What follows belongs to an exercise in optimizing a design on an open flow for small area; a production flow would make more cautious choices. RTL that was checked went through simulation tests only; none was proved equivalent to the original. For run 6, only the layout was checked, not whether the RTL still works. In runs 4 to 6 the design's own scripts or RTL, not TritonCTS, make the clock network. The clock input has no modelled driver; a real chip could not lean on it and would need a root buffer or a full tree. Power and IR drop assume default switching activity.

===== flow/flow/run.sh =====
#!/bin/bash
# Own layout flow: the standard synthesis, then every combinational cell
# set to its smallest drive strength, then the standard layout steps with
# plain buf_1 port buffers, synthesis buffers removed, and a clock tree of
# clkbuf_4 without dummy loads. Each tool's output goes to its own log here.
set -euo pipefail
bash standard.sh synth > synth.log 2>&1
res=orfs/results/$FLOW_PLATFORM/cpu/base
SYNTH_ODB=$res/1_synth.odb openroad -no_init -exit flow/downsize.tcl > downsize.log 2>&1
bash standard.sh finish REMOVE_ABC_BUFFERS=1 \
  "BUFFER_PORTS_ARGS=-buffer_cell sky130_fd_sc_hd__buf_1" \
  "CTS_ARGS=-sink_clustering_enable -repair_clock_nets -dont_use_dummy_load -buf_list sky130_fd_sc_hd__clkbuf_8" \
  > finish.log 2>&1

===== flow/flow/downsize.tcl =====
# Give every combinational cell of the synthesized netlist its smallest
# drive strength; the later repair steps size up what timing needs.
set odb $::env(SYNTH_ODB)
read_db $odb
set db [ord::get_db]
set block [ord::get_db_block]
set smallest [dict create]
foreach lib [$db getLibs] {
  foreach m [$lib getMasters] {
    set n [$m getName]
    if {![regexp {^(sky130_fd_sc_hd__[a-z0-9]+)_([0-9]+)$} $n -> base drive]} { continue }
    if {[regexp {lpflow|probe} $n]} { continue }
    set area [expr {[$m getWidth] * [$m getHeight]}]
    if {[dict exists $smallest $base]} {
      lassign [dict get $smallest $base] bm ba bd
      if {$area > $ba || ($area == $ba && $drive <= $bd)} { continue }
    }
    dict set smallest $base [list $m $area $drive]
  }
}
set n 0
foreach inst [$block getInsts] {
  set m [$inst getMaster]
  set name [$m getName]
  if {![regexp {^(sky130_fd_sc_hd__([a-z0-9]+))_([0-9]+)$} $name -> base short drive]} { continue }
  # registers keep their cells; buffers are handled by the flow
  if {[regexp {^(df|dl|sdf|edf|sed|buf|clk|conb|tap|fill|decap|dly)} $short]} { continue }
  if {![dict exists $smallest $base]} { continue }
  set nm [lindex [dict get $smallest $base] 0]
  if {[$nm getName] ne $name} {
    $inst swapMaster $nm
    incr n
  }
}
puts "downsized $n instances"
write_db $odb

===== flow/standard.sh =====
#!/bin/bash
# synth_recipe.tcl (not shown) runs the flow's synth.tcl, then flattens the netlist and writes it again
# the make line also repeats each setting of config.mk as NAME=value (left out here)
make -C /OpenROAD-flow-scripts/flow DESIGN_CONFIG=/design/flow/config.mk WORK_HOME=/design/flow/orfs CLKGATE_MAP_FILE= SYNTH_SCRIPT=/design/flow/synth_recipe.tcl "${@:-finish}"

===== flow/config.mk =====
export PLATFORM = sky130hd
export DESIGN_NAME = cpu
export DESIGN_NICKNAME = cpu
export VERILOG_FILES = /design/flow/design.v
export SDC_FILE = /design/flow/constraint.sdc
export NUM_CORES = 4
export LEC_CHECK = 0
export CAP_MARGIN = 20
export CORE_MARGIN = 2
export CORE_UTILIZATION = 60
export GPL_TIMING_DRIVEN = 0
export SLEW_MARGIN = 20
export SYNTH_HIERARCHICAL = 1

===== flow/constraint.sdc =====
create_clock -name core_clock -period 4.5 [get_ports {clk}]
set_input_delay 0.9000 -clock core_clock [delete_from_list [all_inputs] [get_ports {clk}]]
set_output_delay 0.9000 -clock core_clock [all_outputs]
set_load 0.01 [all_outputs]

===== flow/design.v =====
module cpu_inv (input logic a, output wire y);
  assign y = ~a;
endmodule
module cpu_nand2 (input logic a, b, output wire y);
  assign y = ~(a & b);
endmodule
module cpu_nor2 (input logic a, b, output wire y);
  assign y = ~(a | b);
endmodule
module cpu_or2 (input wire a, b, output wire x);
  assign x = a | b;
endmodule
module cpu_nand3 (input logic a, b, c, output wire y);
  assign y = ~(a & b & c);
endmodule
module cpu_nor3 (input logic a, b, c, output wire y);
  assign y = ~(a | b | c);
endmodule
module cpu_and3 (input logic a, b, c, output wire x);
  assign x = a & b & c;
endmodule
module cpu_nor4 (input logic a, b, c, d, output wire y);
  assign y = ~(a | b | c | d);
endmodule
module cpu_xor2 (input logic a, b, output wire x);
  assign x = a ^ b;
endmodule
module cpu_xnor2 (input logic a, b, output wire y);
  assign y = ~(a ^ b);
endmodule
module cpu_ha (input logic a, b, output wire s, c);
  assign s = a ^ b;
  assign c = a & b;
endmodule
module cpu_a21o (input logic a1, a2, b1, output wire x);
  assign x = (a1 & a2) | b1;
endmodule
module cpu_a21oi (input logic a1, a2, b1, output wire y);
  assign y = ~((a1 & a2) | b1);
endmodule
module cpu_o21ai (input logic a1, a2, b1, output wire y);
  assign y = ~((a1 | a2) & b1);
endmodule
module cpu_a22o (input logic a1, a2, b1, b2, output wire x);
  assign x = (a1 & a2) | (b1 & b2);
endmodule
module cpu_a22oi (input logic a1, a2, b1, b2, output wire y);
  assign y = ~((a1 & a2) | (b1 & b2));
endmodule
module cpu_o22a (input logic a1, a2, b1, b2, output wire x);
  assign x = (a1 | a2) & (b1 | b2);
endmodule
module cpu_a221oi (input logic a1, a2, b1, b2, c1, output wire y);
  assign y = ~((a1 & a2) | (b1 & b2) | c1);
endmodule
module cpu_a222oi (input logic a1, a2, b1, b2, c1, c2, output wire y);
  assign y = ~((a1 & a2) | (b1 & b2) | (c1 & c2));
endmodule
module cpu_dec3 (
  input  logic [2:0] a,
  output wire [7:0] y
);
  wire [2:0] an;
  wire [3:0] hn;    
  for (genvar j = 0; j < 3; j++) begin : g_inv
    cpu_inv u (.a(a[j]), .y(an[j]));
  end
  cpu_nand2 u_h0 (.a(an[1]), .b(an[0]), .y(hn[0]));
  cpu_nand2 u_h1 (.a(an[1]), .b(a[0]),  .y(hn[1]));
  cpu_nand2 u_h2 (.a(a[1]),  .b(an[0]), .y(hn[2]));
  cpu_nand2 u_h3 (.a(a[1]),  .b(a[0]),  .y(hn[3]));
  for (genvar k = 0; k < 4; k++) begin : g_y
    cpu_nor2 u0 (.a(hn[k]), .b(a[2]),  .y(y[k]));
    cpu_nor2 u1 (.a(hn[k]), .b(an[2]), .y(y[k+4]));
  end
endmodule
module cpu_mux8 (
  input  logic [7:0] sel,
  input  logic [7:0] d,
  output wire       y
);
  wire y0, y1, y2;
  cpu_a222oi u0 (.a1(sel[0]), .a2(d[0]), .b1(sel[1]), .b2(d[1]), .c1(sel[2]), .c2(d[2]), .y(y0));
  cpu_a222oi u1 (.a1(sel[3]), .a2(d[3]), .b1(sel[4]), .b2(d[4]), .c1(sel[5]), .c2(d[5]), .y(y1));
  cpu_a22oi  u2 (.a1(sel[6]), .a2(d[6]), .b1(sel[7]), .b2(d[7]), .y(y2));
  cpu_nand3  u3 (.a(y0), .b(y1), .c(y2), .y(y));
endmodule
module cpu_ctrl (
  input  logic [4:0] op,
  input  logic [7:0] ssel,
  input  logic       c_flag,
  input  logic       cout,
  output wire       l,       
  output wire       inv,     
  output wire       ar,      
  output wire       px,      
  output wire       pxn,
  output wire       ha,      
  output wire       han,
  output wire       rr,      
  output wire       rl,      
  output wire       mvi,     
  output wire [7:0] we,      
  output wire [7:0] wen,     
  output wire       c_next,
  output wire       seq_next
);
  wire [4:0] on;
  for (genvar j = 0; j < 5; j++) begin : g_inv
    cpu_inv u (.a(op[j]), .y(on[j]));
  end
  cpu_nor2  u_l   (.a(on[3]), .b(op[2]), .y(l));                     
  cpu_and3  u_inv (.a(op[3]), .b(op[2]), .c(op[0]), .x(inv));        
  cpu_nor4  u_ar  (.a(op[4]), .b(on[3]), .c(op[1]), .d(op[0]), .y(ar));  
  wire pxa, pxb;
  cpu_a21oi u_pxa (.a1(op[1]), .a2(op[2]), .b1(on[0]), .y(pxa));     
  cpu_nor2  u_pxb (.a(op[4]), .b(op[3]), .y(pxb));                   
  cpu_a21o  u_px  (.a1(op[3]), .a2(pxa), .b1(pxb), .x(px));
  cpu_inv   u_pxn (.a(px), .y(pxn));
  wire x10;
  cpu_xor2  u_x10 (.a(op[1]), .b(op[0]), .x(x10));
  cpu_nand2 u_han (.a(l), .b(x10), .y(han));                         
  cpu_inv   u_ha  (.a(han), .y(ha));
  wire t111n;
  cpu_nand3 u_t   (.a(op[3]), .b(op[2]), .c(op[1]), .y(t111n));
  cpu_nor2  u_rr  (.a(t111n), .b(op[0]), .y(rr));                    
  cpu_nor2  u_rl  (.a(t111n), .b(on[0]), .y(rl));                    
  cpu_nor4  u_mvi (.a(on[4]), .b(op[3]), .c(on[2]), .d(op[1]), .y(mvi));  
  wire un, m0, m1, r0w, l0;
  wire [3:0] q;
  cpu_nor3 u_un (.a(op[4]), .b(on[3]), .c(on[2]), .y(un));            
  cpu_nor3 u_m0 (.a(op[4]), .b(op[3]), .c(op[2]), .y(m0));            
  cpu_nor3 u_m1 (.a(op[4]), .b(op[3]), .c(on[2]), .y(m1));            
  cpu_nor2 u_q0 (.a(op[1]), .b(op[0]), .y(q[0]));
  cpu_nor2 u_q1 (.a(op[1]), .b(on[0]), .y(q[1]));
  cpu_nor2 u_q2 (.a(on[1]), .b(op[0]), .y(q[2]));
  cpu_nor2 u_q3 (.a(on[1]), .b(on[0]), .y(q[3]));
  cpu_nor3 u_l0 (.a(op[4]), .b(on[3]), .c(op[2]), .y(l0));            
  cpu_or2    u_r0w (.a(l0), .b(mvi), .x(r0w));                       
  cpu_a221oi u_w0 (.a1(m0), .a2(q[0]), .b1(un), .b2(ssel[0]), .c1(r0w), .y(wen[0]));
  for (genvar k = 1; k < 4; k++) begin : g_we
    cpu_a22oi u (.a1(m0), .a2(q[k]), .b1(un), .b2(ssel[k]), .y(wen[k]));
  end
  for (genvar k = 4; k < 8; k++) begin : g_we1
    cpu_a22oi u (.a1(m1), .a2(q[k-4]), .b1(un), .b2(ssel[k]), .y(wen[k]));
  end
  for (genvar k = 0; k < 8; k++) begin : g_wen
    cpu_inv u (.a(wen[k]), .y(we[k]));
  end
  wire jn, jnc, cfn;
  cpu_nor3  u_j   (.a(on[4]), .b(op[3]), .c(op[2]), .y(jn));           
  cpu_nor4  u_jnc (.a(on[4]), .b(op[3]), .c(op[2]), .d(op[1]), .y(jnc));  
  cpu_inv   u_cfn (.a(c_flag), .y(cfn));
  cpu_o21ai u_seq (.a1(op[1]), .a2(cfn), .b1(jn), .y(seq_next));
  assign c_next = ar ? cout : (c_flag & ~jnc);
endmodule
module cpu_wsel_e (
  input  logic s, p, g, rsp, rsm, imm,
  input  logic ar, px, ha, rr, rl, mvi,
  output wire w
);
  wire y0, y1;
  cpu_a222oi u0 (.a1(s), .a2(ar), .b1(p), .b2(px), .c1(g), .c2(ha), .y(y0));
  cpu_a222oi u1 (.a1(rsp), .a2(rr), .b1(rsm), .b2(rl), .c1(imm), .c2(mvi), .y(y1));
  cpu_nand2  u2 (.a(y0), .b(y1), .y(w));
endmodule
module cpu_wsel_eh (
  input  wire s, p, g, rsp, rsm,
  input  wire ar, px, ha, rr, rl,
  output wire w
);
  wire y0, y1;
  cpu_a222oi u0 (.a1(s), .a2(ar), .b1(p), .b2(px), .c1(g), .c2(ha), .y(y0));
  cpu_a22oi  u1 (.a1(rsp), .a2(rr), .b1(rsm), .b2(rl), .y(y1));
  cpu_nand2  u2 (.a(y0), .b(y1), .y(w));
endmodule
module cpu_wsel_oh (
  input  wire s, pn, gn, rsp, rsm,
  input  wire ar, pxn, han, rr, rl,
  output wire w
);
  wire tn, y0;
  cpu_o22a   u0 (.a1(pn), .a2(pxn), .b1(gn), .b2(han), .x(tn));
  cpu_a222oi u1 (.a1(s), .a2(ar), .b1(rsp), .b2(rr), .c1(rsm), .c2(rl), .y(y0));
  cpu_nand2  u2 (.a(tn), .b(y0), .y(w));
endmodule
module cpu_wsel_o (
  input  logic s, pn, gn, rsp, rsm, imm,
  input  logic ar, pxn, han, rr, rl, mvi,
  output wire w
);
  wire tn, y0, y1;
  cpu_o22a   u0 (.a1(pn), .a2(pxn), .b1(gn), .b2(han), .x(tn));
  cpu_a222oi u1 (.a1(s), .a2(ar), .b1(rsp), .b2(rr), .c1(rsm), .c2(rl), .y(y0));
  cpu_nand2  u2 (.a(imm), .b(mvi), .y(y1));
  cpu_nand3  u3 (.a(tn), .b(y0), .c(y1), .y(w));
endmodule
module cpu_alu_e (
  input  logic rs, r0, rsp, rsm, imm, c,
  input  logic l, inv, ar, px, ha, rr, rl, mvi,
  output wire w, cn_out
);
  wire xa, p, g, s;
  cpu_a21o   u_xa (.a1(r0), .a2(l), .b1(inv), .x(xa));
  cpu_ha     u_pg (.a(rs), .b(xa), .s(p), .c(g));
  cpu_a21oi  u_c  (.a1(p), .a2(c), .b1(g), .y(cn_out));
  cpu_xor2   u_s  (.a(p), .b(c), .x(s));
  cpu_wsel_e u_w  (.s(s), .p(p), .g(g), .rsp(rsp), .rsm(rsm), .imm(imm),
                   .ar(ar), .px(px), .ha(ha), .rr(rr), .rl(rl), .mvi(mvi), .w(w));
endmodule
module cpu_alu_o (
  input  logic rs, r0, rsp, rsm, imm, cn,
  input  logic l, inv, ar, pxn, han, rr, rl, mvi,
  output wire w, c_out
);
  wire xa, pn, gn, s;
  cpu_a21o   u_xa (.a1(r0), .a2(l), .b1(inv), .x(xa));
  cpu_xnor2  u_p  (.a(rs), .b(xa), .y(pn));
  cpu_nand2  u_g  (.a(rs), .b(xa), .y(gn));
  cpu_o21ai  u_c  (.a1(pn), .a2(cn), .b1(gn), .y(c_out));
  cpu_xor2   u_s  (.a(pn), .b(cn), .x(s));
  cpu_wsel_o u_w  (.s(s), .pn(pn), .gn(gn), .rsp(rsp), .rsm(rsm), .imm(imm),
                   .ar(ar), .pxn(pxn), .han(han), .rr(rr), .rl(rl), .mvi(mvi), .w(w));
endmodule
module cpu_alu_eh (
  input  logic rs, r0, rsp, rsm, c,
  input  logic l, inv, ar, px, ha, rr, rl,
  output wire w, cn_out
);
  wire xa, p, g, s;
  cpu_a21o   u_xa (.a1(r0), .a2(l), .b1(inv), .x(xa));
  cpu_ha     u_pg (.a(rs), .b(xa), .s(p), .c(g));
  cpu_a21oi  u_c  (.a1(p), .a2(c), .b1(g), .y(cn_out));
  cpu_xor2   u_s  (.a(p), .b(c), .x(s));
  cpu_wsel_eh u_w  (.s(s), .p(p), .g(g), .rsp(rsp), .rsm(rsm),
                   .ar(ar), .px(px), .ha(ha), .rr(rr), .rl(rl), .w(w));
endmodule
module cpu_alu_oh (
  input  logic rs, r0, rsp, rsm, cn,
  input  logic l, inv, ar, pxn, han, rr, rl,
  output wire w, c_out
);
  wire xa, pn, gn, s;
  cpu_a21o   u_xa (.a1(r0), .a2(l), .b1(inv), .x(xa));
  cpu_xnor2  u_p  (.a(rs), .b(xa), .y(pn));
  cpu_nand2  u_g  (.a(rs), .b(xa), .y(gn));
  cpu_o21ai  u_c  (.a1(pn), .a2(cn), .b1(gn), .y(c_out));
  cpu_xor2   u_s  (.a(pn), .b(cn), .x(s));
  cpu_wsel_oh u_w  (.s(s), .pn(pn), .gn(gn), .rsp(rsp), .rsm(rsm),
                   .ar(ar), .pxn(pxn), .han(han), .rr(rr), .rl(rl), .w(w));
endmodule
module cpu_pc (
  input  logic        seq,
  input  logic [3:0]  tgt,
  input  logic [10:0] q,
  output wire [10:0] pc
);
  wire [10:0] c;
  wire [10:0] inc;
  assign c[2] = q[1];
  for (genvar b = 2; b < 10; b++) begin : g_inc
    cpu_ha u_ha (.a(q[b]), .b(c[b]), .s(inc[b]), .c(c[b+1]));
  end
  assign inc[10] = q[10] ^ c[10];
  assign inc[1]  = ~q[1];
  assign inc[0]  = q[0];
  assign pc = seq ? inc : {7'd0, tgt};
endmodule
module cpu (
  input  logic        rst_n,
  input  logic        boot_mode,
  input  logic        clk,
  input  logic [23:0] counter,
  output wire  [7:0]  col,
  output wire  [7:0]  row,
  input  logic [15:0] dout,
  output logic [10:0] pc_out
);
  logic [4:0] op;
  logic [2:0] sss;
  assign op  = dout[7:3];
  assign sss = dout[2:0];
  logic [7:0] regs [8];
  logic       c_flag;
  logic       seq;
  logic [3:0] tgt;
  wire [7:0] isel;
  cpu_dec3 u_idec (.a(counter[15:13]), .y(isel));
  for (genvar k = 0; k < 8; k++) begin : g_col
    cpu_inv u (.a(isel[k]), .y(col[7-k]));
  end
  wire [7:0] ssel;
  cpu_dec3 u_sdec (.a(sss), .y(ssel));
  wire [7:0] rs;
  for (genvar b = 0; b < 8; b++) begin : g_rd
    wire [7:0] colb;
    for (genvar k = 0; k < 8; k++) begin : g_k
      assign colb[k] = regs[k][b];
    end
    cpu_mux8 u_rmux (.sel(ssel), .d(colb), .y(rs[b]));
    cpu_mux8 u_lmux (.sel(isel), .d(colb), .y(row[7-b]));
  end
  logic       l, inv, ar, px, pxn, ha, han, rr, rl, mvi;
  wire [7:0] we, wen;
  logic       cout, c_next, seq_next;
  cpu_ctrl u_ctrl (.op(op), .ssel(ssel), .c_flag(c_flag), .cout(cout),
                   .l(l), .inv(inv), .ar(ar), .px(px), .pxn(pxn), .ha(ha), .han(han),
                   .rr(rr), .rl(rl), .mvi(mvi), .we(we), .wen(wen),
                   .c_next(c_next), .seq_next(seq_next));
  wire [7:0] w;
  wire [8:0] cc;
  assign cc[0] = op[2];
  for (genvar b = 0; b < 8; b++) begin : g_alu
    if (b % 2 == 0 && b < 4) begin : g_el
      cpu_alu_e u (.rs(rs[b]), .r0(regs[0][b]), .rsp(rs[(b+1)%8]), .rsm(rs[(b+7)%8]),
                   .imm(dout[b]), .c(cc[b]), .l(l), .inv(inv), .ar(ar), .px(px), .ha(ha),
                   .rr(rr), .rl(rl), .mvi(mvi), .w(w[b]), .cn_out(cc[b+1]));
    end else if (b % 2 == 0) begin : g_eh
      cpu_alu_eh u (.rs(rs[b]), .r0(regs[0][b]), .rsp(rs[(b+1)%8]), .rsm(rs[(b+7)%8]),
                    .c(cc[b]), .l(l), .inv(inv), .ar(ar), .px(px), .ha(ha),
                    .rr(rr), .rl(rl), .w(w[b]), .cn_out(cc[b+1]));
    end else if (b < 4) begin : g_ol
      cpu_alu_o u (.rs(rs[b]), .r0(regs[0][b]), .rsp(rs[(b+1)%8]), .rsm(rs[(b+7)%8]),
                   .imm(dout[b]), .cn(cc[b]), .l(l), .inv(inv), .ar(ar), .pxn(pxn), .han(han),
                   .rr(rr), .rl(rl), .mvi(mvi), .w(w[b]), .c_out(cc[b+1]));
    end else begin : g_oh
      cpu_alu_oh u (.rs(rs[b]), .r0(regs[0][b]), .rsp(rs[(b+1)%8]), .rsm(rs[(b+7)%8]),
                    .cn(cc[b]), .l(l), .inv(inv), .ar(ar), .pxn(pxn), .han(han),
                    .rr(rr), .rl(rl), .w(w[b]), .c_out(cc[b+1]));
    end
  end
  assign cout = cc[8];
  wire  [7:0] rnext [8];
  for (genvar k = 0; k < 8; k++) begin : g_wr
    for (genvar b = 0; b < 8; b++) begin : g_b
      cpu_a22o u (.a1(w[b]), .a2(we[k]), .b1(regs[k][b]), .b2(wen[k]), .x(rnext[k][b]));
    end
  end
  wire [10:0] pc;
  cpu_pc u_pc (.seq(seq), .tgt(tgt), .q(pc_out), .pc(pc));
  always_ff @(posedge clk or negedge rst_n) begin
    if (!rst_n) begin
      for (int k = 0; k < 8; k++) regs[k] <= 8'd0;
      c_flag <= 1'b0;
      seq    <= 1'b0;
      tgt    <= 4'd0;
      pc_out <= 11'd0;
    end else begin
      for (int k = 0; k < 8; k++) regs[k] <= rnext[k];
      c_flag <= c_next;
      seq    <= seq_next;
      tgt    <= dout[3:0];
      pc_out <= pc;
    end
  end
endmodule

==> results.sh, run 1 <==
export IMPL_grt_usage_pct=32.2
export IMPL_cts_sinks=81
export IMPL_hold_viol_final=0
export IMPL_clk_latency_ns=0.36
export IMPL_p_sw_share_pct=34.2
export IMPL_critPathMostFrequentCell="a21oi_2"
export IMPL_grt_pass1_vias=3364
export IMPL_finalClockSkew_ns=0.0349
export IMPL_via_count=3814
export IMPL_cpPeakStageDelay_ns=0.42
export IMPL_h_tree_depth=3
export IMPL_placement_io_buffers=39
export IMPL_cellLeakagePower_nw=2.23
export IMPL_dp_hpwl_mm=8.46
export IMPL_fmax_mhz=235
export IMPL_period_needed_ns=4.26
export IMPL_crit_family="compound AO/OA/AOI/OAI gates"
export IMPL_final_nets=491
export IMPL_cts_tree="built"
export IMPL_syn_avg_cell_area_um2=10.9
export IMPL_p_int_mw=1.26
export IMPL_cts_path_max_buffers=2
export IMPL_combPwrFrac_pct=26.4
export IMPL_setup_violations=0
export IMPL_hold_depth=1
export IMPL_pwr_density_cell_nw_per_um2=412
export IMPL_required_ns=4.73
export IMPL_grt_pass1_wl_mm=18.4
export IMPL_p_switching_mw=0.655
export IMPL_period_share_pct=94.6
export IMPL_die_y_um=87.5
export IMPL_grt_max_degree=35
export IMPL_p_total_mw=1.92
export IMPL_drv_slew=0
export IMPL_core_um2=6760
export IMPL_ff2ff_setup_slack_ns=0.75
export IMPL_startpoint_type="input port"
export IMPL_cp_end_kind="flop"
export IMPL_cpMaxStageDelayCell="a222oi_1"
export IMPL_p_seq_share_pct=52.0
export IMPL_die_x_um=87.5
export IMPL_gp_congestion=1.00
export IMPL_slew_headroom_pct=37.7
export IMPL_path_class="in2reg"
export IMPL_path_buf_inv=2
export IMPL_start_util_pct=61.9
export IMPL_die_area_um2=7650
export IMPL_wl_per_cell_um=22.9
export IMPL_drc=0
export IMPL_timing_rr_start="regs[3][0]$_DFF_PN0_"
export IMPL_syn_to_final_growth_pct=11.4
export IMPL_vias_per_cell=7.42
export IMPL_holdCritPathClass="reg2reg"
export IMPL_antenna_found_initial=0
export IMPL_synth_area_um2=4180
export IMPL_drive_gt1_share_pct=15.4
export IMPL_r2r_end="regs[7][7]$_DFF_PN0_"
export IMPL_dp_cells=502
export IMPL_tightest_slew_ns=0.927
export IMPL_num_antenna_cells=0
export IMPL_synth_warnings=9
export IMPL_worstHoldStart="tgt[0]$_DFF_PN0_"
export IMPL_status="no timing/DRC/antenna violations"
export IMPL_row_count=30
export IMPL_crit_chain="buf_2 > nand2_1 > nor2_2 > a222oi_1 > nand3_1 > ha_1 > a21oi_2 > o21ai_2 > a21oi_2 > o21ai_1 > a21oi_2 > o21ai_1 > a21oi_1 > xor2_1 > a222oi_1 > nand2_2 > buf_4 > a22o_1"
export IMPL_cts_made_buffers=9
export IMPL_drtIter0Drc=584
export IMPL_drt_pre_antenna_iters=10
export IMPL_worstRegToRegCells=15
export IMPL_critical_path_max_fanout=9
export IMPL_tns_ns=0
export IMPL_syn_instance_count=382
export IMPL_power_frac_clock_pct=21.6
export IMPL_drtAntennaViolNets=0
export IMPL_peakVddDrop_mv=0.216
export IMPL_cts_root_buffer="clkbuf_8"
export IMPL_hold_buffers=0
export IMPL_io_pin_count=70
export IMPL_final_cell_count_no_fill=514
export IMPL_grt_ovfl_total=0
export IMPL_postRouteWirelength_mm=11.8
export IMPL_holdPathEnd="pc_out[0]$_DFF_PN0_"
export IMPL_maxCapViolCount=0
export IMPL_arrival_ns=4.49
export IMPL_clkTransAtPathRegs_ns=0.08
-- power groups by stage --
stage	Sequential [mW]	Clock [mW]	Combinational (mW)
2_1_floorplan	0.978	0	0.319
3_3_place_gp	0.998	0	0.462
3_5_place_dp	1.00	0	0.482
4_1_cts	0.991	0.421	0.488
5_1_grt	1.02	0.451	0.554
6_report	0.997	0.415	0.506
-- flip-flops by register name, indices dropped and copies added, names as in the netlist --
signal	flops
c_flag	1
seq	1
regs	64
pc_out	11
tgt	4
-- timing repair --
action                     CTS  global route
setup buffers                1             1
gates resized for setup      8             8
pin swaps                    3             4
setup endpoints to repair   16            16
-- cell type report --
| cell class | instances | area (um^2) |
|---|---|---|
| fill | 517 | 2100 |
| multi-input combinational | 269 | 2070 |
| sequential | 81 | 2030 |
| timing repair buffer | 44 | 219 |
| clock buffer | 9 | 124 |
| inverter | 31 | 116 |
| tap | 80 | 100 |
-- worst max path at each step --
stage	from	to	slack, ns	cells past startpoint
CTS	dout[2]	regs[7][7]$_DFF_PN0_	0.05	17
global placement	dout[2]	regs[7][7]$_DFF_PN0_	-0.55	16
detailed placement	dout[2]	regs[4][7]$_DFF_PN0_	-0.65	16
finish	dout[1]	regs[7][7]$_DFF_PN0_	0.24	18
global route	dout[1]	regs[0][7]$_DFF_PN0_	-0.004	18
floorplan	dout[1]	regs[0][7]$_DFF_PN0_	0.47	17
-- metal layers --
layer	part of all wire, %	wire, um	up-vias	track usage [%]
li1	-	-	1666	-
met4	5.4	633	0	17.2
met3	11	1290	43	7.49
met1	43	5010	1818	47.5
met2	41	4850	287	43.7
met5	0	0	-	0
-- through the flow --
step | cell area (um^2) | worst slack (ns) | hold slack [ns] | util [%]
2_1_floorplan | 4170 | 0.470 | 0.456 | -
3_3_place_gp | 4420 | -0.553 | 0.459 | 65.4
3_5_place_dp | 4470 | -0.649 | 0.466 | 66.2
4_1_cts | 4620 | 0.0541 | 0.466 | 68.4
5_1_grt | 4660 | -0.00411 | 0.492 | 68.9
6_report | 4660 | 0.242 | 0.459 | 68.9
-- cells in the final DEF, fill, tap and decap left out, types with 9 or more instances in the layout --
cell type,count
nor2_1,16
clkbuf_8,9
a22o_1,64
a22oi_1,25
nand3_1,19
a222oi_1,42
inv_2,31
ha_1,12
dfrtp_1,81
buf_1,35
xor2_1,10
nand2_1,21
a21o_1,9
==> run 2: changes to the inputs <==
--- a/flow/flow/run.sh
+++ b/flow/flow/run.sh
@@ -4,3 +4,4 @@
 # plain buf_1 port buffers, synthesis buffers removed, and a clock tree of
-# clkbuf_4 without dummy loads. Each tool's output goes to its own log here.
+# clkbuf_4 without dummy loads; the hooks in post_place.tcl and post_cts.tcl
+# size the reset port buffer and the busiest clock buffers. Each tool's output goes to its own log here.
 set -euo pipefail
@@ -10,4 +11,5 @@
 bash standard.sh finish REMOVE_ABC_BUFFERS=1 \
+  POST_GLOBAL_PLACE_TCL=$PWD/flow/post_place.tcl POST_CTS_TCL=$PWD/flow/post_cts.tcl \
   "BUFFER_PORTS_ARGS=-buffer_cell sky130_fd_sc_hd__buf_1" \
-  "CTS_ARGS=-sink_clustering_enable -repair_clock_nets -dont_use_dummy_load -buf_list sky130_fd_sc_hd__clkbuf_8" \
+  "CTS_ARGS=-sink_clustering_enable -repair_clock_nets -dont_use_dummy_load -buf_list sky130_fd_sc_hd__clkbuf_4" \
   > finish.log 2>&1
==> flow/flow/post_cts.tcl (new file) <==
# After clock tree synthesis: a clkbuf_4 that drives more than 10 sinks
# becomes a clkbuf_8, so that every register clock pin sees a sharp edge.
set block [ord::get_db_block]
foreach inst [$block getInsts] {
  if {[[$inst getMaster] getName] ne "sky130_fd_sc_hd__clkbuf_4"} { continue }
  set out [[$inst findITerm X] getNet]
  set n [expr {[llength [$out getITerms]] - 1}]
  if {$n > 10} {
    puts "clock buffer [$inst getName] drives $n sinks -> clkbuf_8"
    replace_cell [$inst getName] sky130_fd_sc_hd__clkbuf_8
  }
}
==> flow/flow/post_place.tcl (new file) <==
# After global placement: the reset input drives every register, so give
# its port buffer the drive for that load instead of a tree of repair buffers.
set block [ord::get_db_block]
set net [[$block findBTerm rst_n] getNet]
foreach it [$net getITerms] {
  if {[$it isInputSignal]} {
    set inst [$it getInst]
    if {[string match "sky130_fd_sc_hd__buf_*" [[$inst getMaster] getName]]} {
      puts "rst_n port buffer [$inst getName] -> buf_4"
      replace_cell [$inst getName] sky130_fd_sc_hd__buf_4
    }
  }
}
==> run 2 against run 1 <==
Effect of this change:
- still clean
- routed wire length down 0.42%
- largest cell class unchanged
- core utilization down 0.81 points
- critical endpoint is now regs[4][7]$_DFF_PN0_
- total power down 3.0%
==> results.sh, run 2 <==
export IMPL_num_antenna_cells=0
export IMPL_place_area_um2=4430
export IMPL_largestRegisters="regs: 64 flops, pc_out: 11 flops, tgt: 4 flops"
export IMPL_startpoint_type="input port"
export IMPL_io_pin_count=70
export IMPL_largest_reg_flops=64
export IMPL_via_count=3800
export IMPL_crit_chain="buf_2 > inv_2 > nor2_1 > a222oi_1 > nand3_1 > ha_1 > a21oi_1 > o21ai_2 > a21oi_2 > o21ai_1 > a21oi_2 > o21ai_2 > a21oi_2 > xor2_1 > a222oi_1 > nand2_2 > a22o_1"
export IMPL_grt_max_degree=82
export IMPL_tns_ns=0
export IMPL_syn_to_final_growth_pct=10.1
export IMPL_largest_register="regs"
export IMPL_grt_ovfl_total=0
export IMPL_die_x_um=87.5
export IMPL_drive_gt1_share_pct=15.0
export IMPL_start_util_pct=61.9
export IMPL_drtAntennaViolNets=0
export IMPL_drc=0
export IMPL_critPathMostFrequentCell="a21oi_2"
export IMPL_postRouteWirelength_mm=11.7
export IMPL_grt_pass1_vias=3389
export IMPL_synth_area_um2=4180
export IMPL_vias_per_cell=7.42
export IMPL_syn_avg_cell_area_um2=10.9
export IMPL_hold_viol_final=0
export IMPL_pwr_density_cell_nw_per_um2=404
export IMPL_drtIter0Drc=653
export IMPL_period_needed_ns=4.38
export IMPL_holdCritPathClass="in2async"
export IMPL_wl_per_cell_um=22.9
export IMPL_clkTransAtPathRegs_ns=0.10
export IMPL_cpPeakStageDelay_ns=0.50
export IMPL_cts_tree="built"
export IMPL_layout_commonest_cell="dfrtp_1"
export IMPL_crit_family="compound AO/OA/AOI/OAI gates"
export IMPL_clk_latency_ns=0.44
export IMPL_required_ns=4.80
export IMPL_cp_end_kind="flop"
export IMPL_path_buf_inv=2
export IMPL_p_seq_share_pct=53.6
export IMPL_drt_pre_antenna_iters=9
export IMPL_die_area_um2=7650
export IMPL_synth_warnings=9
export IMPL_status="no timing/DRC/antenna violations"
export IMPL_core_um2=6760
export IMPL_final_nets=489
export IMPL_p_switching_mw=0.650
export IMPL_p_total_mw=1.86
export IMPL_combPwrFrac_pct=27.0
export IMPL_tightest_slew_ns=0.934
export IMPL_utilization_pct=68.1
export IMPL_arrival_ns=4.68
export IMPL_syn_instance_count=382
export IMPL_drv_slew=0
export IMPL_cpMaxStageDelayCell="nor2_1"
export IMPL_maxCapViolCount=0
export IMPL_finalClockSkew_ns=0.0297
export IMPL_grt_pass1_wl_mm=18.2
export IMPL_final_cell_area_um2=4600
export IMPL_critical_path_max_fanout=9
export IMPL_cellLeakagePower_nw=2.20
export IMPL_p_int_mw=1.21
export IMPL_dp_hpwl_mm=8.29
export IMPL_dp_cells=500
export IMPL_final_cell_count_no_fill=512
export IMPL_fmax_mhz=228
export IMPL_grt_usage_pct=32.0
export IMPL_peakVddDrop_mv=0.207
export IMPL_p_sw_share_pct=34.9
export IMPL_period_share_pct=97.4
export IMPL_setup_violations=0
export IMPL_path_class="in2reg"
export IMPL_final_cell_mix="dfrtp_1 (81), a22o_1 (64), a222oi_1 (42)"
export IMPL_cts_sinks=81
export IMPL_power_frac_clock_pct=19.5
export IMPL_placement_io_buffers=39
export IMPL_row_count=30
export IMPL_die_y_um=87.5
export IMPL_slew_headroom_pct=37.8
export IMPL_antenna_found_initial=0
## run 2: changes by cell type in the layout (fill, tap and decap cells not counted), moves of 2 or more
cell      previous run  this run
nor2_1              16        18
clkbuf_8             9         4
clkbuf_2             1         3
clkbuf_4             0         5
nor2_2               8         6
buf_2                4         1
## run 2: layout make-up
class	instances	area, um^2
Inverter	31	116
Tap cell	80	100
Multi-Input combinational cell	269	2070
Fill cell	536	2160
Clock buffer	9	92.6
Timing Repair Buffer	42	194
Sequential cell	81	2030
## run 2: metrics by stage
step                      hold slack [ns]  setup slack (ns)
after global routing                0.323           -0.0165
after detailed placement            0.465            -0.643
final                               0.337             0.117
after floorplan                     0.456             0.470
after global placement              0.459            -0.553
## run 2: worst paths after layout
check | from | to | slack, ns | cells after the start
max | dout[2] | regs[4][7]$_DFF_PN0_ | 0.12 | 17
min | rst_n | c_flag$_DFF_PN0_ | 0.34 | 1
max reg2reg | regs[3][0]$_DFF_PN0_ | regs[4][7]$_DFF_PN0_ | 0.61 | 14
min reg2reg | tgt[3]$_DFF_PN0_ | pc_out[3]$_DFF_PN0_ | 0.47 | 1
max in group asynchronous | rst_n | regs[0][0]$_DFF_PN0_ | 3.55 | 2
min in group core_clock | tgt[3]$_DFF_PN0_ | pc_out[3]$_DFF_PN0_ | 0.47 | 1
## run 2: worst reg2reg max path, cell delays in order, from the launching register on
cell and delay (ns):
dfrtp_1 0.42, a222oi_1 0.41, nand3_1 0.28, ha_1 0.41, a21oi_1 0.27, o21ai_2 0.12
a21oi_2 0.18, o21ai_1 0.14, a21oi_2 0.20, o21ai_2 0.10, a21oi_2 0.17, xor2_1 0.09
a222oi_1 0.39, nand2_2 0.27, a22o_1 0.32
## run 2: metal layers
metal,part of all wire (%),track usage [%],up-vias
met5,0,0,-
met2,42,44.4,267
met3,10,7.58,49
met1,42,46.0,1825
li1,-,-,1659
met4,5.5,17.8,0
## run 2: power groups by stage
stage                     combinational (mW)  sequential [mW]  clock (mW)
after floorplan                        0.319            0.978           0
after global placement                 0.462            0.998           0
after detailed placement               0.479             1.00           0
after global routing                   0.550             1.02       0.402
final                                  0.502            0.996       0.362
==> run 3: changes to the inputs <==
--- a/flow/design.v
+++ b/flow/design.v
@@ -9,2 +9,8 @@
 endmodule
+module cpu_and2 (input wire a, b, output wire x);
+  assign x = a & b;
+endmodule
+module cpu_a2bb2o (input wire a1_n, a2_n, b1, b2, output wire x);
+  assign x = (~a1_n & ~a2_n) | (b1 & b2);
+endmodule
 module cpu_or2 (input wire a, b, output wire x);
@@ -119,6 +125,2 @@
   cpu_inv   u_pxn (.a(px), .y(pxn));
-  wire x10;
-  cpu_xor2  u_x10 (.a(op[1]), .b(op[0]), .x(x10));
-  cpu_nand2 u_han (.a(l), .b(x10), .y(han));                         
-  cpu_inv   u_ha  (.a(han), .y(ha));
   wire t111n;
@@ -137,2 +139,4 @@
   cpu_nor2 u_q3 (.a(on[1]), .b(on[0]), .y(q[3]));
+  cpu_o21ai u_han (.a1(q[1]), .a2(q[2]), .b1(l), .y(han));          
+  cpu_inv   u_ha  (.a(han), .y(ha));
   cpu_nor3 u_l0 (.a(op[4]), .b(on[3]), .c(op[2]), .y(l0));            
@@ -252,9 +256,11 @@
 module cpu_pc (
-  input  logic        seq,
-  input  logic [3:0]  tgt,
-  input  logic [10:0] q,
+  input  wire        seq,
+  input  wire [3:0]  tgt,
+  input  wire [10:0] q,
   output wire [10:0] pc
 );
-  wire [10:0] c;
+  wire        seqn;
+  wire [10:0] c;      
   wire [10:0] inc;
+  cpu_inv u_sn (.a(seq), .y(seqn));
   assign c[2] = q[1];
@@ -263,6 +269,10 @@
   end
-  assign inc[10] = q[10] ^ c[10];
-  assign inc[1]  = ~q[1];
-  assign inc[0]  = q[0];
-  assign pc = seq ? inc : {7'd0, tgt};
+  cpu_xor2 u_x10 (.a(q[10]), .b(c[10]), .x(inc[10]));
+  cpu_a22o   u_p0 (.a1(seq), .a2(q[0]), .b1(seqn), .b2(tgt[0]), .x(pc[0]));
+  cpu_a2bb2o u_p1 (.a1_n(seqn), .a2_n(q[1]), .b1(seqn), .b2(tgt[1]), .x(pc[1]));
+  cpu_a22o   u_p2 (.a1(seq), .a2(inc[2]), .b1(seqn), .b2(tgt[2]), .x(pc[2]));
+  cpu_a22o   u_p3 (.a1(seq), .a2(inc[3]), .b1(seqn), .b2(tgt[3]), .x(pc[3]));
+  for (genvar b = 4; b < 11; b++) begin : g_hi
+    cpu_and2 u (.a(seq), .b(inc[b]), .x(pc[b]));
+  end
 endmodule
--- a/flow/flow/post_place.tcl
+++ b/flow/flow/post_place.tcl
@@ -8,4 +8,4 @@
     if {[string match "sky130_fd_sc_hd__buf_*" [[$inst getMaster] getName]]} {
-      puts "rst_n port buffer [$inst getName] -> buf_4"
-      replace_cell [$inst getName] sky130_fd_sc_hd__buf_4
+      puts "rst_n port buffer [$inst getName] -> buf_6"
+      replace_cell [$inst getName] sky130_fd_sc_hd__buf_6
     }
==> run 3 against run 2 <==
Effect of this change:
- maximum frequency grew 1.5%
- hold slack gained 0.11 ns
- design area shrank 0.68%
- flip-flop and latch count is the same
- first-iteration DRC count shrank 13%
- sequential share of layout area grew 0.30 points
- combinational power shrank 1%
- global-route usage grew 0.71 points
- via count grew 0.13%
- critical endpoint unchanged
- highest routed layer unchanged
==> results.sh, run 3 <==
export IMPL_status="no timing/DRC/antenna violations"
export IMPL_dpl_worst_slack_ns=-0.702
export IMPL_synth_warnings=9
export IMPL_final_nets=488
export IMPL_grt_usage_pct=32.7
export IMPL_p_sw_share_pct=34.7
export IMPL_p_seq_share_pct=54.0
export IMPL_period_share_pct=95.9
export IMPL_grt_pass1_wl_mm=18.5
export IMPL_dp_hpwl_mm=8.40
export IMPL_hold_viol_final=0
export IMPL_largestRegisters="regs: 64 flops, pc_out: 11 flops, tgt: 4 flops"
export IMPL_critPathMostFrequentCell="a21oi_2"
export IMPL_final_cell_area_um2=4570
export IMPL_fillCellCount=565
export IMPL_cp_end_kind="flop"
export IMPL_period_needed_ns=4.32
export IMPL_drtIter0Drc=565
export IMPL_drive_gt1_share_pct=14.4
export IMPL_grt_max_degree=82
export IMPL_io_pin_count=70
export IMPL_timing_rr_start="regs[3][0]$_DFF_PN0_"
export IMPL_largest_reg_flops=64
export IMPL_placement_io_buffers=39
export IMPL_hold_depth=1
export IMPL_required_ns=4.78
export IMPL_drtAntennaViolNets=0
export IMPL_startpoint_type="input port"
export IMPL_holdCritPathClass="reg2reg"
export IMPL_antenna_found_initial=0
export IMPL_clkTransAtPathRegs_ns=0.09
export IMPL_utilization_pct=67.6
export IMPL_synth_area_um2=4150
export IMPL_die_area_um2=7600
export IMPL_num_antenna_cells=0
export IMPL_finalClockSkew_ns=0.0312
export IMPL_cpMaxStageDelayCell="a222oi_1"
export IMPL_layout_commonest_cell="dfrtp_1"
export IMPL_cts_sinks=81
export IMPL_via_count=3805
export IMPL_worst_slack_ns=0.183
export IMPL_setup_violations=0
export IMPL_cpPeakStageDelay_ns=0.46
export IMPL_maxCapViolCount=0
export IMPL_place_area_um2=4410
export IMPL_largest_register="regs"
export IMPL_tns_ns=0
export IMPL_arrival_ns=4.60
export IMPL_worstHoldStart="tgt[3]$_DFF_PN0_"
export IMPL_die_y_um=87.2
export IMPL_core_um2=6760
export IMPL_critical_path_max_fanout=9
export IMPL_peakVddDrop_mv=0.265
export IMPL_worstRegToRegCells=14
export IMPL_crit_family="compound AO/OA/AOI/OAI gates"
export IMPL_start_util_pct=61.5
export IMPL_wl_per_cell_um=23.0
export IMPL_slew_headroom_pct=39.4
export IMPL_row_count=30
export IMPL_crit_chain="buf_2 > inv_2 > nand2_1 > nor2_2 > a222oi_1 > nand3_1 > ha_1 > a21oi_2 > o21ai_2 > a21oi_2 > o21ai_2 > a21oi_2 > o21ai_1 > a21oi_2 > xor2_1 > a222oi_1 > nand2_2 > a22o_1"
export IMPL_fmax_mhz=232
export IMPL_p_switching_mw=0.639
export IMPL_syn_to_final_growth_pct=10.0
export IMPL_r2r_end="regs[4][7]$_DFF_PN0_"
export IMPL_postRouteWirelength_mm=11.7
export IMPL_clk_latency_ns=0.42
export IMPL_grt_ovfl_total=0
export IMPL_holdPathEnd="pc_out[3]$_DFF_PN0_"
export IMPL_path_class="in2reg"
export IMPL_cellLeakagePower_nw=2.19
export IMPL_combPwrFrac_pct=26.9
export IMPL_path_buf_inv=2
export IMPL_grt_pass1_vias=3367
export IMPL_fin_hold_ws_ns=0.445
export IMPL_vias_per_cell=7.45
export IMPL_final_cell_mix="dfrtp_1 (81), a22o_1 (67), a222oi_1 (42)"
export IMPL_drv_slew=0
export IMPL_syn_instance_count=380
export IMPL_drc=0
export IMPL_syn_avg_cell_area_um2=10.9
export IMPL_tightest_slew_ns=0.901
export IMPL_drt_pre_antenna_iters=6
export IMPL_pwr_density_cell_nw_per_um2=403
export IMPL_ff2ff_setup_slack_ns=0.64
export IMPL_power_frac_clock_pct=19.2
export IMPL_die_x_um=87.2
export IMPL_cts_tree="built"
export IMPL_p_int_mw=1.20
[run 3: layout make-up]
class / count / area [um^2] / share of cell area (%)
inverters: 31 / 116 / 2.55
repair buffers: 42 / 178 / 3.89
clock buffers: 9 / 92.6 / 2.03
well taps: 80 / 100 / 2.19
flip-flops and latches: 81 / 2030 / 44.4
multi-input cells: 268 / 2060 / 45.0
[run 3: worst max-delay path by stage]
stage            start                    to  slack (ns)  depth (start not counted)
2_1_floorplan  dout[1]  regs[0][7]$_DFF_PN0_        0.47                         17
3_3_place_gp   dout[2]  regs[7][7]$_DFF_PN0_       -0.69                         16
3_5_place_dp   dout[2]  regs[4][7]$_DFF_PN0_       -0.70                         16
5_1_grt        dout[1]  regs[4][7]$_DFF_PN0_       -0.01                         18
6_report       dout[1]  regs[4][7]$_DFF_PN0_        0.18                         18
[run 3: power by group through the flow]
| stage | combinational, mW | clock, mW | sequential, mW |
|---|---|---|---|
| floorplan | 0.316 | 0 | 0.974 |
| global placement | 0.457 | 0 | 0.995 |
| detailed placement | 0.472 | 0 | 0.999 |
| global route | 0.546 | 0.386 | 1.01 |
| finish | 0.495 | 0.353 | 0.995 |
[run 3: through the flow]
stage / power (mW) / cells
global placement: 1.45 / 499
finish: 1.84 / 511
global route: 1.95 / 511
detailed placement: 1.47 / 499
floorplan: 1.29 / 380
[run 3: layer usage]
metal  track usage (%)  up-vias  wire length (um)
met5                 0        -                 0
met4              19.4        0               639
met3              7.87       48              1300
met2              43.6      274              4890
met1              48.2     1824              4920
li1                  -     1659                 -
==> run 4: changes to the inputs <==
--- a/flow/flow/run.sh
+++ b/flow/flow/run.sh
@@ -4,4 +4,4 @@
 # plain buf_1 port buffers, synthesis buffers removed, and a clock tree of
-# clkbuf_4 without dummy loads; the hooks in post_place.tcl and post_cts.tcl
-# size the reset port buffer and the busiest clock buffers. Each tool's output goes to its own log here.
+# clkbuf_4 without dummy loads. Hooks: post_place.tcl sizes the reset port
+# buffer; clocktree.tcl rebalances the clock tree's leaves. Each tool's output goes to its own log here.
 set -euo pipefail
@@ -11,3 +11,3 @@
 bash standard.sh finish REMOVE_ABC_BUFFERS=1 \
-  POST_GLOBAL_PLACE_TCL=$PWD/flow/post_place.tcl POST_CTS_TCL=$PWD/flow/post_cts.tcl \
+  POST_GLOBAL_PLACE_TCL=$PWD/flow/post_place.tcl POST_CTS_TCL=$PWD/flow/clocktree.tcl \
   "BUFFER_PORTS_ARGS=-buffer_cell sky130_fd_sc_hd__buf_1" \
==> flow/flow/clocktree.tcl (new file) <==
# After clock tree synthesis: rebuild the clock tree in the same two-level
# shape (a root buffer and eight leaf buffers, all clkbuf_4), but with the
# registers split by position into eight groups of equal size, so that no
# leaf drives more than its share.
set block [ord::get_db_block]
set clknet [[$block findBTerm clk] getNet]
set sinks {}
set bufs {}
set todo [list $clknet]
while {[llength $todo] > 0} {
  set net [lindex $todo 0]
  set todo [lrange $todo 1 end]
  foreach it [$net getITerms] {
    if {[$it getIoType] ne "INPUT"} { continue }
    set inst [$it getInst]
    set m [[$inst getMaster] getName]
    if {[string match "sky130_fd_sc_hd__clkbuf_*" $m]} {
      lappend bufs $inst
      lappend todo [[$inst findITerm X] getNet]
    } else {
      lappend sinks $it
    }
  }
}
puts "clock tree: [llength $bufs] buffers, [llength $sinks] sinks"
set nets {}
foreach b $bufs { lappend nets [[$b findITerm X] getNet] }
foreach it $sinks { $it disconnect }
foreach b $bufs { odb::dbInst_destroy $b }
foreach n $nets { odb::dbNet_destroy $n }

proc loc {it} {
  set b [[$it getInst] getBBox]
  return [list [expr {([$b xMin] + [$b xMax]) / 2}] [expr {([$b yMin] + [$b yMax]) / 2}]]
}
proc split2 {items axis} {
  set s [lsort -integer -index $axis [lmap it $items {concat [loc $it] [list $it]}]]
  set h [expr {[llength $s] / 2}]
  return [list [lmap e [lrange $s 0 [expr {$h - 1}]] {lindex $e 2}] [lmap e [lrange $s $h end] {lindex $e 2}]]
}
set groups {}
foreach a [split2 $sinks 0] {
  foreach b [split2 $a 1] {
    foreach c [split2 $b 0] { lappend groups $c }
  }
}
set master [[ord::get_db] findMaster sky130_fd_sc_hd__clkbuf_4]
set root [odb::dbInst_create $block $master clkbuf_root]
set rootnet [odb::dbNet_create $block clknet_root]
$rootnet setSigType CLOCK
[$root findITerm A] connect $clknet
[$root findITerm X] connect $rootnet
set n 0
set rx 0; set ry 0
foreach g $groups {
  set sx 0; set sy 0
  foreach it $g { lassign [loc $it] x y; incr sx $x; incr sy $y }
  set cx [expr {$sx / [llength $g]}]
  set cy [expr {$sy / [llength $g]}]
  incr rx $cx; incr ry $cy
  set inst [odb::dbInst_create $block $master clkbuf_leaf_$n]
  $inst setLocation $cx $cy
  $inst setPlacementStatus PLACED
  set net [odb::dbNet_create $block clknet_leaf_$n]
  $net setSigType CLOCK
  [$inst findITerm A] connect $rootnet
  [$inst findITerm X] connect $net
  foreach it $g { $it connect $net }
  puts "clock leaf $n: [llength $g] sinks at $cx $cy"
  incr n
}
$root setLocation [expr {$rx / $n}] [expr {$ry / $n}]
$root setPlacementStatus PLACED
detailed_placement
check_placement -verbose
estimate_parasitics -placement
report_clock_skew
--- a/flow/config.mk
+++ b/flow/config.mk
@@ -9,3 +9,3 @@
 export CORE_MARGIN = 2
-export CORE_UTILIZATION = 60
+export CORE_UTILIZATION = 65
 export GPL_TIMING_DRIVEN = 0
removed: flow/flow/post_cts.tcl
==> run 4 against run 3 <==
Effect of this change:
- sequential power hardly changed
- still clean on timing, DRC and antenna
- sequential share of layout area is 0.32 points higher
- combinational power hardly changed
- area after synthesis stayed put
- core utilization is 4.6 points higher
- highest routed layer unchanged
- total power is 2.4% lower
- setup slack worse by 0.011 ns
- largest power group unchanged
- critical path type unchanged
==> results.sh, run 4 <==
export IMPL_row_count=29
export IMPL_required_ns=4.84
export IMPL_drv_slew=0
export IMPL_r2r_end="regs[1][6]$_DFF_PN0_"
export IMPL_largest_register="regs"
export IMPL_ff2ff_setup_slack_ns=0.64
export IMPL_grt_usage_pct=33.9
export IMPL_cpPeakStageDelay_ns=0.43
export IMPL_drtAntennaViolNets=0
export IMPL_drt_pre_antenna_iters=11
export IMPL_die_x_um=83.9
export IMPL_dp_cells=497
export IMPL_grt_pass1_wl_mm=19.0
export IMPL_grt_ovfl_total=0
export IMPL_largest_reg_flops=64
export IMPL_path_class="in2reg"
export IMPL_core_um2=6280
export IMPL_die_y_um=83.9
export IMPL_tns_ns=0
export IMPL_clk_latency_ns=0.46
export IMPL_startpoint_type="input port"
export IMPL_clkTransAtPathRegs_ns=0.11
export IMPL_via_count=3805
export IMPL_syn_instance_count=380
export IMPL_final_cell_count_no_fill=509
export IMPL_synth_warnings=9
export IMPL_peakVddDrop_mv=0.272
export IMPL_fillCellCount=456
export IMPL_setup_violations=0
export IMPL_grt_pass1_vias=3579
export IMPL_worstRegToRegCells=13
export IMPL_period_needed_ns=4.33
export IMPL_crit_family="compound AO/OA/AOI/OAI gates"
export IMPL_placement_io_buffers=39
export IMPL_syn_to_final_growth_pct=9.25
export IMPL_path_buf_inv=2
export IMPL_grt_max_degree=82
export IMPL_die_area_um2=7040
export IMPL_drc=0
export IMPL_p_total_mw=1.80
export IMPL_start_util_pct=66.2
export IMPL_syn_avg_cell_area_um2=10.9
export IMPL_finalClockSkew_ns=0.0202
export IMPL_cellLeakagePower_nw=2.18
export IMPL_cpMaxStageDelayCell="a222oi_1"
export IMPL_final_nets=489
export IMPL_maxCapViolCount=0
export IMPL_layout_commonest_cell="dfrtp_1"
export IMPL_cp_end_kind="flop"
export IMPL_arrival_ns=4.66
export IMPL_num_antenna_cells=0
export IMPL_vias_per_cell=7.48
export IMPL_pwr_density_cell_nw_per_um2=397
export IMPL_multi_input_area_um2=2050
export IMPL_synth_area_um2=4150
export IMPL_hold_viol_final=0
export IMPL_largestRegisters="regs: 64 flops, pc_out: 11 flops, tgt: 4 flops"
export IMPL_holdCritPathClass="in2async"
export IMPL_crit_chain="clkbuf_2 > inv_2 > nand2_1 > nor2_1 > a222oi_1 > nand3_1 > ha_1 > a21oi_1 > o21ai_1 > a21oi_1 > o21ai_1 > a21oi_2 > o21ai_2 > xor2_1 > a222oi_1 > nand2_2 > a22o_1"
export IMPL_dp_hpwl_mm=8.17
export IMPL_drtIter0Drc=560
export IMPL_drive_gt1_share_pct=14.1
export IMPL_postRouteWirelength_mm=11.6
export IMPL_critical_path_max_fanout=9
export IMPL_slew_headroom_pct=39.4
export IMPL_final_cell_mix="dfrtp_1 (81), a22o_1 (67), a222oi_1 (42)"
export IMPL_seq_area_um2=2030
export IMPL_rsz0062_at_grt="false"
export IMPL_tightest_slew_ns=0.909
export IMPL_antenna_found_initial=0
export IMPL_wl_per_cell_um=22.8
export IMPL_timing_rr_start="regs[3][0]$_DFF_PN0_"
export IMPL_cts_sinks=81
export IMPL_fmax_mhz=231
export IMPL_period_share_pct=96.2
export IMPL_io_pin_count=70
export IMPL_status="no timing/DRC/antenna violations"
-- run 4: cell types whose count changed in the layout (fill, tap and decap cells not counted), sizes merged --
cell | before | now
buf | 41 | 42
-- run 4: area by class of cell --
type | count | area share, %
multi-input cells | 268 | 45.1
flip-flops and latches | 81 | 44.7
repair buffers | 43 | 4.03
inverters | 31 | 2.56
well taps | 77 | 2.12
plain buffers | 9 | 1.49
-- run 4: worst max path at each step --
stage / startpoint / endpoint / slack (ns) / depth (start not counted)
after floorplan: dout[1] / regs[0][7]$_DFF_PN0_ / 0.47 / 17
after global placement: dout[2] / regs[7][7]$_DFF_PN0_ / -0.65 / 16
after detailed placement: dout[2] / regs[5][7]$_DFF_PN0_ / -0.69 / 16
after global routing: dout[0] / regs[5][7]$_DFF_PN0_ / 0.03 / 18
final: dout[0] / regs[1][6]$_DFF_PN0_ / 0.17 / 17
-- run 4: report_power, final --
part           switching (mW)  internal, mW  total (mW)
Combinational           0.287         0.206       0.493
Sequential              0.127         0.867       0.994
Clock                   0.220        0.0927       0.312
Total                   0.634          1.17        1.80
-- run 4: layer usage --
| metal | vias to the layer above | GRT usage (%) | wire (um) |
|---|---|---|---|
| met1 | 1810 | 49.1 | 4710 |
| li1 | 1660 | - | - |
| met5 | - | 0 | 0 |
| met3 | 55 | 9.00 | 1410 |
| met2 | 280 | 47.6 | 4840 |
| met4 | 0 | 16.0 | 649 |
-- run 4: metrics by stage --
step	util, %	setup WS [ns]	instance area, um^2	hold WS, ns
2_1_floorplan	-	0.470	4150	0.433
3_3_place_gp	70.0	-0.654	4400	0.438
3_5_place_dp	70.3	-0.694	4410	0.451
5_1_grt	72.3	0.0294	4540	0.494
6_report	72.3	0.172	4540	0.458
==> run 5: changes to the inputs <==
--- a/flow/config.mk
+++ b/flow/config.mk
@@ -9,3 +9,3 @@
 export CORE_MARGIN = 2
-export CORE_UTILIZATION = 65
+export CORE_UTILIZATION = 60
 export GPL_TIMING_DRIVEN = 0
==> run 5 against run 4 <==
Effect of this change:
- setup slack lost 0.012 ns
- flip-flop and latch count is the same
- critical path depth grew 1
- largest cell class unchanged
- clock skew shrank 0.0070 ns
- combinational power is essentially flat
- total power shrank 0.23%
- sequential power is essentially flat
- register-to-register slack lost 0.06 ns
- die area grew 7.9%
- still clean on timing, DRC and antenna
- sequential share of layout area shrank 0.074 points
==> results.sh, run 5 <==
export IMPL_status="no timing/DRC/antenna violations"
export IMPL_setup_violations=0
export IMPL_final_cell_mix="dfrtp_1 (81), a22o_1 (67), a222oi_1 (42)"
export IMPL_syn_avg_cell_area_um2=10.9
export IMPL_largestRegisters="regs: 64 flops, pc_out: 11 flops, tgt: 4 flops"
export IMPL_cpMaxStageDelayCell="a222oi_1"
export IMPL_utilization_pct=67.3
export IMPL_die_y_um=87.2
export IMPL_critPathMostFrequentCell="a21oi_2"
export IMPL_arrival_ns=4.67
export IMPL_period_share_pct=96.4
export IMPL_antenna_found_initial=0
export IMPL_p_sw_share_pct=35.0
export IMPL_die_x_um=87.2
export IMPL_p_int_mw=1.17
export IMPL_layout_commonest_cell="dfrtp_1"
export IMPL_via_count=3753
export IMPL_io_pin_count=70
export IMPL_clkTransAtPathRegs_ns=0.11
export IMPL_synth_warnings=9
export IMPL_holdCritPathClass="reg2reg"
export IMPL_period_needed_ns=4.34
export IMPL_finalClockSkew_ns=0.0132
export IMPL_drc=0
export IMPL_combPwrFrac_pct=27.5
export IMPL_crit_chain="buf_2 > inv_2 > nand2_1 > nor2_2 > a222oi_1 > nand3_1 > ha_1 > a21oi_2 > o21ai_2 > a21oi_2 > o21ai_2 > a21oi_2 > o21ai_1 > a21oi_2 > xor2_1 > a222oi_1 > nand2_2 > a22o_1"
export IMPL_drtIter0Drc=623
export IMPL_num_antenna_cells=0
export IMPL_drt_pre_antenna_iters=10
export IMPL_dp_hpwl_mm=8.40
export IMPL_final_cell_count_no_fill=511
export IMPL_startpoint_type="input port"
export IMPL_fin_hold_ws_ns=0.473
export IMPL_place_area_um2=4410
export IMPL_start_util_pct=61.5
export IMPL_clk_latency_ns=0.43
export IMPL_core_um2=6760
export IMPL_syn_to_final_growth_pct=9.43
export IMPL_dp_cells=499
export IMPL_cpPeakStageDelay_ns=0.48
export IMPL_grt_max_degree=82
export IMPL_cp_end_kind="flop"
export IMPL_maxCapViolCount=0
export IMPL_row_count=30
export IMPL_required_ns=4.83
export IMPL_power_frac_clock_pct=17.0
export IMPL_cellLeakagePower_nw=2.18
export IMPL_path_buf_inv=2
export IMPL_p_total_mw=1.80
export IMPL_synth_area_um2=4150
export IMPL_p_switching_mw=0.629
export IMPL_timing_rr_start="regs[3][0]$_DFF_PN0_"
export IMPL_placement_io_buffers=39
export IMPL_peakVddDrop_mv=0.232
export IMPL_largest_register="regs"
export IMPL_rsz0062_at_grt="false"
export IMPL_critical_path_max_fanout=9
export IMPL_cts_sinks=81
export IMPL_grt_usage_pct=31.9
export IMPL_vias_per_cell=7.34
export IMPL_hold_viol_final=0
export IMPL_postRouteWirelength_mm=11.7
export IMPL_syn_instance_count=380
export IMPL_crit_family="compound AO/OA/AOI/OAI gates"
export IMPL_grt_pass1_wl_mm=18.5
export IMPL_largest_reg_flops=64
export IMPL_pwr_density_cell_nw_per_um2=395
export IMPL_final_cell_area_um2=4540
export IMPL_fmax_mhz=230
export IMPL_grt_ovfl_total=0
export IMPL_worstHoldStart="tgt[3]$_DFF_PN0_"
export IMPL_final_nets=488
export IMPL_tightest_slew_ns=0.893
export IMPL_grt_pass1_vias=3384
export IMPL_drive_gt1_share_pct=14.4
export IMPL_drv_slew=0
export IMPL_drtAntennaViolNets=0
export IMPL_die_area_um2=7600
export IMPL_wl_per_cell_um=22.9
export IMPL_path_class="in2reg"
export IMPL_slew_headroom_pct=40.5
export IMPL_p_seq_share_pct=55.5
export IMPL_startpoint="dout[1]"
## run 5: worst paths after layout
kind / end / slack (ns) / cells past startpoint
hold / removal: pc_out[3]$_DFF_PN0_ / 0.47 / 1
hold reg to reg: pc_out[3]$_DFF_PN0_ / 0.47 / 1
setup / recovery: regs[4][7]$_DFF_PN0_ / 0.16 / 18
min in group asynchronous: c_flag$_DFF_PN0_ / 0.48 / 1
setup reg to reg: regs[4][7]$_DFF_PN0_ / 0.58 / 14
max in group asynchronous: regs[1][5]$_DFF_PN0_ / 3.52 / 1
## run 5: power by group through the flow
stage          Clock, mW  Combinational [mW]  Sequential [mW]
3_3_place_gp           0               0.457            0.995
5_1_grt            0.344               0.546             1.01
6_report           0.305               0.494            0.996
3_5_place_dp           0               0.472            0.999
2_1_floorplan          0               0.316            0.974
## run 5: routing by layer
| layer | part of all wire (%) | routed length (um) | GRT usage, % | vias to the layer above |
|---|---|---|---|---|
| met5 | 0 | 0 | 0 | - |
| met4 | 5.5 | 640 | 16.2 | 0 |
| met3 | 10 | 1210 | 7.39 | 44 |
| met2 | 43 | 4980 | 44.1 | 234 |
| met1 | 42 | 4870 | 47.0 | 1818 |
| li1 | - | - | - | 1657 |
## run 5: area by class of cell
type,count,area (um^2)
tap,80,100
multi-input combinational,268,2060
inverter,31,116
sequential,81,2030
timing repair buffer,42,178
buffer,9,67.6
fill,565,2210
## run 5: per-stage QoR
step / setup TNS (ns) / worst slack (ns)
3_5_place_dp: -12.84 / -0.702
6_report: 0 / 0.160
2_1_floorplan: 0 / 0.470
5_1_grt: 0 / 0.0218
3_3_place_gp: -56.18 / -0.685
==> run 6: changes to the inputs <==
--- a/flow/design.v
+++ b/flow/design.v
@@ -82,2 +82,19 @@
 endmodule
+module cpu_dec3a (
+  input  wire [2:0] a,
+  output wire [7:0] y
+);
+  wire [2:0] an;
+  for (genvar j = 0; j < 3; j++) begin : g_inv
+    cpu_inv u (.a(a[j]), .y(an[j]));
+  end
+  cpu_and3 u0 (.a(an[2]), .b(an[1]), .c(an[0]), .x(y[0]));
+  cpu_and3 u1 (.a(an[2]), .b(an[1]), .c(a[0]),  .x(y[1]));
+  cpu_and3 u2 (.a(an[2]), .b(a[1]),  .c(an[0]), .x(y[2]));
+  cpu_and3 u3 (.a(an[2]), .b(a[1]),  .c(a[0]),  .x(y[3]));
+  cpu_and3 u4 (.a(a[2]),  .b(an[1]), .c(an[0]), .x(y[4]));
+  cpu_and3 u5 (.a(a[2]),  .b(an[1]), .c(a[0]),  .x(y[5]));
+  cpu_and3 u6 (.a(a[2]),  .b(a[1]),  .c(an[0]), .x(y[6]));
+  cpu_and3 u7 (.a(a[2]),  .b(a[1]),  .c(a[0]),  .x(y[7]));
+endmodule
 module cpu_mux8 (
@@ -302,3 +319,3 @@
   wire [7:0] ssel;
-  cpu_dec3 u_sdec (.a(sss), .y(ssel));
+  cpu_dec3a u_sdec (.a(sss), .y(ssel));
   wire [7:0] rs;
==> run 6 against run 5 <==
Effect of this change:
- critical path type unchanged
- combinational power about the same
- clock skew increased by 0.0068 ns
- first-iteration DRC count decreased by 18%
==> results.sh, run 6 <==
export IMPL_status="no timing/DRC/antenna violations"
export IMPL_syn_to_final_growth_pct=8.91
export IMPL_period_needed_ns=4.37
export IMPL_fmax_mhz=229
export IMPL_die_area_um2=7610
export IMPL_cellLeakagePower_nw=2.19
export IMPL_worstHoldStart="tgt[1]$_DFF_PN0_"
export IMPL_vias_per_cell=7.42
export IMPL_grt_pass1_vias=3269
export IMPL_maxCapViolCount=0
export IMPL_drc=0
export IMPL_start_util_pct=61.5
export IMPL_pwr_density_cell_nw_per_um2=396
export IMPL_grt_pass1_wl_mm=18.2
export IMPL_cts_sinks=81
export IMPL_num_antenna_cells=0
export IMPL_tns_ns=0
export IMPL_setup_violations=0
export IMPL_holdPathEnd="pc_out[1]$_DFF_PN0_"
export IMPL_hold_viol_final=0
export IMPL_peakVddDrop_mv=0.250
export IMPL_required_ns=4.84
export IMPL_syn_avg_cell_area_um2=11.1
export IMPL_holdCritPathClass="reg2reg"
export IMPL_dp_cells=495
export IMPL_row_count=30
export IMPL_synth_area_um2=4160
export IMPL_period_share_pct=97.2
export IMPL_slew_headroom_pct=27.3
export IMPL_largest_register="regs"
export IMPL_p_total_mw=1.79
export IMPL_core_um2=6760
export IMPL_clk_latency_ns=0.46
export IMPL_drtIter0Drc=511
export IMPL_largestRegisters="regs: 64 flops, pc_out: 11 flops, tgt: 4 flops"
export IMPL_drive_gt1_share_pct=12.9
export IMPL_r2r_end="regs[1][7]$_DFF_PN0_"
export IMPL_clkTransAtPathRegs_ns=0.10
export IMPL_startpoint_type="input port"
export IMPL_drtAntennaViolNets=0
export IMPL_via_count=3753
export IMPL_grt_usage_pct=31.4
export IMPL_die_y_um=87.2
export IMPL_cp_end_kind="flop"
export IMPL_final_cell_mix="dfrtp_1 (81), a22o_1 (67), a222oi_1 (42)"
export IMPL_path_class="in2reg"
export IMPL_final_nets=483
export IMPL_timing_rr_start="regs[3][0]$_DFF_PN0_"
export IMPL_synth_warnings=9
export IMPL_dp_hpwl_mm=8.28
export IMPL_drv_slew=0
export IMPL_drt_pre_antenna_iters=10
export IMPL_critical_path_max_fanout=9
export IMPL_fillCellCount=550
export IMPL_postRouteWirelength_mm=11.9
export IMPL_wl_per_cell_um=23.5
export IMPL_finalClockSkew_ns=0.0200
export IMPL_worstRegToRegCells=15
export IMPL_ff2ff_setup_slack_ns=0.72
export IMPL_arrival_ns=4.71
export IMPL_hold_depth=1
export IMPL_die_x_um=87.2
export IMPL_largest_reg_flops=64
export IMPL_io_pin_count=70
export IMPL_final_cell_count_no_fill=506
export IMPL_syn_instance_count=376
export IMPL_placement_io_buffers=39
export IMPL_grt_max_degree=82
export IMPL_tightest_slew_ns=1.09
export IMPL_grt_ovfl_total=0
export IMPL_antenna_found_initial=0
export IMPL_layout_commonest_cell="dfrtp_1"
## run 6: through the flow
step                utilization [%]  worst slack, ns  cell area [um^2]  hold slack [ns]
floorplan                         -            0.388              4160            0.433
global placement               65.2           -0.716              4400            0.440
detailed placement             65.4           -0.722              4420            0.444
global route                   67.0          -0.0128              4530            0.495
finish                         67.0            0.128              4530            0.464
## run 6: layout make-up
class	count	area [um^2]	area share, %
multi-input cells	264	2040	45.2
flip-flops and latches	81	2030	44.8
repair buffers	41	173	3.81
inverters	31	116	2.57
well taps	80	100	2.21
plain buffers	9	67.6	1.49
## run 6: worst max-delay path, cell delays in order
cell      delay [ns]
buf_2           0.17
inv_2           0.06
and3_1          0.28
a222oi_1        0.48
nand3_1         0.25
ha_1            0.42
a21oi_2         0.10
o21ai_2         0.22
a21oi_2         0.09
o21ai_1         0.23
a21oi_2         0.10
o21ai_1         0.25
a21oi_2         0.11
xor2_1          0.17
a222oi_1        0.37
nand2_2         0.07
buf_4           0.20
a22o_1          0.24
## run 6: layer usage
layer  vias to the layer above  routed length [um]  global-route usage (%)
li1                       1660                   -                       -
met1                      1822                5150                    48.6
met2                       242                4990                    43.9
met3                        29                1200                    5.12
met4                         0                 527                    12.7
met5                         -                   0                       0
## run 6: how the worst max path moves through the flow
stage                        from              endpoint  slack, ns  cells past startpoint
final                     dout[2]  regs[1][7]$_DFF_PN0_       0.13                     18
after global routing      dout[2]  regs[1][7]$_DFF_PN0_      -0.01                     18
after detailed placement  dout[2]  regs[5][7]$_DFF_PN0_      -0.72                     17
after global placement    dout[2]  regs[7][7]$_DFF_PN0_      -0.72                     17
after floorplan           dout[0]  regs[0][7]$_DFF_PN0_       0.39                     16
## run 6: power breakdown
part	total [mW]	switching, mW	leakage, nW	internal [mW]
Combinational	0.493	0.288	1.07	0.206
Clock	0.311	0.219	0.0414	0.0926
Sequential	0.990	0.123	1.08	0.867

==> separate check: timing with driven ports <==
How much do the figures lean on ideal ports? The routed layouts below were timed once more, with nothing changed but the port constraints.
Step 1 assumes that a clkbuf_16 drives the clock port and a buf_2 every other input.
Step 2 also shifts input and output timing later by t, the mid clock arrival at the registers, as if the neighbouring blocks saw the same clock.
Three values: no drivers, after step 1, after step 2; two values: the first two.
run | t, ns | setup slack, ns
run 1 | 0.367 | 0.242 / 0.249 / -0.119
run 2 | 0.448 | 0.117 / 0.118 / -0.330
run 3 | 0.431 | 0.183 / 0.190 / -0.241
run 4 | 0.478 | 0.172 / 0.179 / -0.299
run 5 | 0.454 | 0.160 / 0.166 / -0.288
run 6 | 0.481 | 0.128 / 0.135 / -0.346
Met with ideal ports but missed after step 2: setup timing in every run listed.
